Source: an optimization exercise on an open RTL-to-GDS flow (aim: a short achievable clock period and few clock cycles). Production flows keep margins and buffers that such runs may drop.
The RTL was checked by simulation tests, not by an equivalence proof against the original design.
Power and IR drop assume default switching activity.

// y86_64_top
module y86_64_top
(
    input  wire         clk,
    input  wire         rst_n,           
    output wire [63:0]  imem_addr,       
    input  wire [79:0]  imem_data,       
    output wire [63:0]  dmem_addr,       
    input  wire [63:0]  dmem_rdata,      
    output wire [63:0]  dmem_wdata,      
    output wire         dmem_we,         
    output wire [3:0]   stat             
);
y86_64 y86_64_pipe (
    .clk(clk),
    .rst(rst_n),
    .instr_addr(imem_addr),
    .instr_din(imem_data),
    .data_addr(dmem_addr),
    .data_din(dmem_rdata),
    .data_dout(dmem_wdata),
    .data_we(dmem_we),
    .stat(stat)
);
endmodule
clock: 10.0 ns
lec_check: 0
abc_clock_period_in_ps: 3500
cap_margin: 20
core_margin: 2
core_utilization: 40
place_density: 0.6
slew_margin: 20
standard.sh (not shown) runs the stock make flow with config.mk's settings and CLKGATE_MAP_FILE= SYNTH_SCRIPT=/design/flow/synth_recipe.tcl, a recipe that flattens the netlist after the stock synthesis.
==> flow/flow/run.sh <==
#!/bin/bash
# The standard layout, with these changes to how it is made:
set -euo pipefail
MARGIN=${MARGIN:-6.5}
bash standard.sh SETUP_SLACK_MARGIN=$MARGIN \
    'BUFFER_PORTS_ARGS=-buffer_cell sky130_fd_sc_hd__buf_4' \
    MATCH_CELL_FOOTPRINT=0 \
    finish > standard_make.log 2>&1
Testbench counts at the start, summed over its fixed seeds: cycles 120,098.
Next try:
--- a/flow/design.v
+++ b/flow/design.v
@@ -58,41 +58,41 @@
                  (ifun == 4'h1) & ((sf ^ of) | zf) |
                  (ifun == 4'h2) & (sf ^ of) |
                  (ifun == 4'h3) & zf |
                  (ifun == 4'h4) & ~zf |
                  (ifun == 4'h5) & ~(sf ^ of) |
                  (ifun == 4'h6) & ~(sf ^ of) & ~zf;
 endmodule
 `timescale 1ns / 1ps
-module registerFile(clock, reset, selA, selB, valA, valB, dstE, valE, dstM, valM);
+module registerFile(clock, reset, selA, selB, valA, valB, weE, valE, weM, valM);
     input         clock;
     input         reset;       
     input  [14:0] selA;
     input  [14:0] selB;
     output [63:0] valA;
     output [63:0] valB;
-    input  [3:0]  dstE;
+    input  [14:0] weE;
     input  [63:0] valE;
-    input  [3:0]  dstM;
+    input  [14:0] weM;
     input  [63:0] valM;
     wire [64*16-1:0] accA;
     wire [64*16-1:0] accB;
     assign accA[63:0] = 64'd0;
     assign accB[63:0] = 64'd0;
     genvar g;
     generate
         for (g = 0; g < 15; g = g + 1) begin : gr
             reg [63:0] q;
             always @(posedge clock) begin
                 if (!reset)
                     q <= (g == 4) ? 64'd8 : 64'd0;
-                else if (dstM == g)
+                else if (weM[g])
                     q <= valM;
-                else if (dstE == g)
+                else if (weE[g])
                     q <= valE;
             end
             assign accA[64*(g+1) +: 64] = accA[64*g +: 64] | ({64{selA[g]}} & q);
             assign accB[64*(g+1) +: 64] = accB[64*g +: 64] | ({64{selB[g]}} & q);
         end
     endgenerate
     assign valA = accA[64*15 +: 64];
     assign valB = accB[64*15 +: 64];
@@ -180,18 +180,18 @@
 reg          E_jxx;
 reg          E_taken;
 reg          E_resolved;
 reg          M_valid;
 reg  [63:0]  M_valE;
 reg  [12:0]  M_addr;
 reg          M_we;
 reg  [63:0]  M_wdata;
-reg  [3:0]   M_dstE;
-reg  [3:0]   M_dstM;
+reg  [14:0]  M_weE;         
+reg  [14:0]  M_weM;
 reg          M_ret;
 reg  [13:0]  M_retpred;
 reg          R_mis;
 reg  [13:0]  R_tgt;         
 reg  [2:0]   CC_old;        
 reg          CC_upd;        
 reg          P_pend;        
 reg  [3:0]   P_stat;
@@ -234,17 +234,18 @@
                      f_icode == IOPQ || f_icode == IPUSHQ || f_icode == IPOPQ;
 wire f_need_valC   = f_icode == IIRMOVQ || f_icode == IRMMOVQ || f_icode == IMRMOVQ ||
                      f_icode == IJXX || f_icode == ICALL;
 wire [13:0]  pc1  = {1'b0, F_pc} + 14'd1;
 wire [13:0]  pc2  = {1'b0, F_pc} + 14'd2;
 wire [13:0]  pc9  = {1'b0, F_pc} + 14'd9;
 wire [13:0]  pc10 = {1'b0, F_pc} + 14'd10;
 wire [13:0]  f_valP = f_need_valC ? (f_need_regids ? pc10 : pc9) : (f_need_regids ? pc2 : pc1);
-wire         f_valP_bad = f_valP > FETCH_MAX;
+wire         f_valP_bad = f_need_valC ? (f_need_regids ? F_pc > 13'd8172 : F_pc > 13'd8173)
+                                      : (f_need_regids ? F_pc > 13'd8180 : F_pc > 13'd8181);
 wire [63:0]  f_valC = f_need_regids ? instr_din[79:16] : instr_din[71:8];
 wire         f_tgt_bad = (|instr_din[71:21]) || ({1'b0, instr_din[20:8]} > FETCH_MAX);
 wire [13:0]  f_target = {f_tgt_bad, instr_din[20:8]};
 wire         f_jxx  = !F_bad && f_icode == IJXX && f_ifun <= 4'h6;
 wire         f_call = !F_bad && f_icode == ICALL;
 wire         f_ret  = !F_bad && f_icode == IRET;
 wire         f_cnd;
 cond f_cond(.ifun(f_ifun), .cc(d_cc), .Cnd(f_cnd));
@@ -456,24 +457,26 @@
     E_valP    <= {D_valP > FETCH_MAX, D_valP[12:0]};
     E_target  <= D_target;
     E_taken   <= D_taken;
     E_retpred <= D_retpred;
 end
 always @(posedge clk) begin
     if (!rst || redir_M) begin
         M_valid <= 1'b0;
-        M_dstE  <= RNONE;
-        M_dstM  <= RNONE;
+        M_weE   <= 15'd0;
+        M_weM   <= 15'd0;
         M_we    <= 1'b0;
         M_ret   <= 1'b0;
     end else begin
         M_valid <= E_valid;
-        M_dstE  <= e_dstE;
-        M_dstM  <= e_dstM;
+        for (k = 0; k < 15; k = k + 1) begin
+            M_weE[k] <= e_dstE == k;
+            M_weM[k] <= e_dstM == k;
+        end
         M_we    <= E_valid && e_store && E_stat == SAOK && e_addr_ok && !done && !P_pend;
         M_ret   <= E_valid && E_icode == IRET && E_stat == SAOK;
     end
 end
 always @(posedge clk) begin
     M_valE    <= e_valE;
     M_addr    <= e_addr;
     M_wdata   <= e_wdata;
@@ -495,19 +498,19 @@
 end
 registerFile rf(
     .clock(clk),
     .reset(rst),
     .selA(D_selA),
     .selB(D_selB),
     .valA(rf_valA),
     .valB(rf_valB),
-    .dstE(R_mis ? RNONE : M_dstE),
+    .weE(M_weE & {15{!R_mis}}),
     .valE(M_valE),
-    .dstM(R_mis ? RNONE : M_dstM),
+    .weM(M_weM & {15{!R_mis}}),
     .valM(data_din)
 );
 endmodule
 `timescale 1ns / 1ps
 module y86_64_top
 (
     input  wire         clk,
     input  wire         rst_n,           
The new run finished clean.
Hold slack loses 0.015 ns.
Power decreases by 3.7%.
Routed wire length increases by 13%.
Non-clock buffer count decreases by 57.
Setup slack loses 0.041 ns.
Core utilization decreases by 1.0 points.
Register-to-register slack loses 0.08 ns.
Die area increases by 6.8%.
Sequential share of layout area decreases by 0.81 points.
Final cell count increases by 7.3%.
Testbench counts after the change, summed over its fixed seeds: cycles 120,098.

## port drivers added, routing unchanged
The results above use ideal ports. As a check the final layouts listed here were re-extracted and re-timed, cells and wires unchanged.
Step 1, drivers: a clkbuf_16 drives clk and a buf_2 each remaining input, both assumed.
Step 2 times the ports against the registers' clock, not the clock port: input delays grow and output delays shrink by t, the midpoint of the rising clock arrivals with the driver on.
a / b / c = no drivers / after step 1 / after step 2; a / b = the first two.
| run | shift t [ns] | slack for setup (ns) | cell pins on the clock port's net |
|---|---|---|---|
| the first run | 0.970 | 6.038 / 6.060 / 5.090 | 1 |
| the second run | 0.972 | 5.996 / 5.996 / 5.271 | 1 |
After both steps every run listed still meets setup and hold. The setup slack of the first run, which loses most, moves by +0.022 ns with the drivers and by -0.948 ns with both steps.
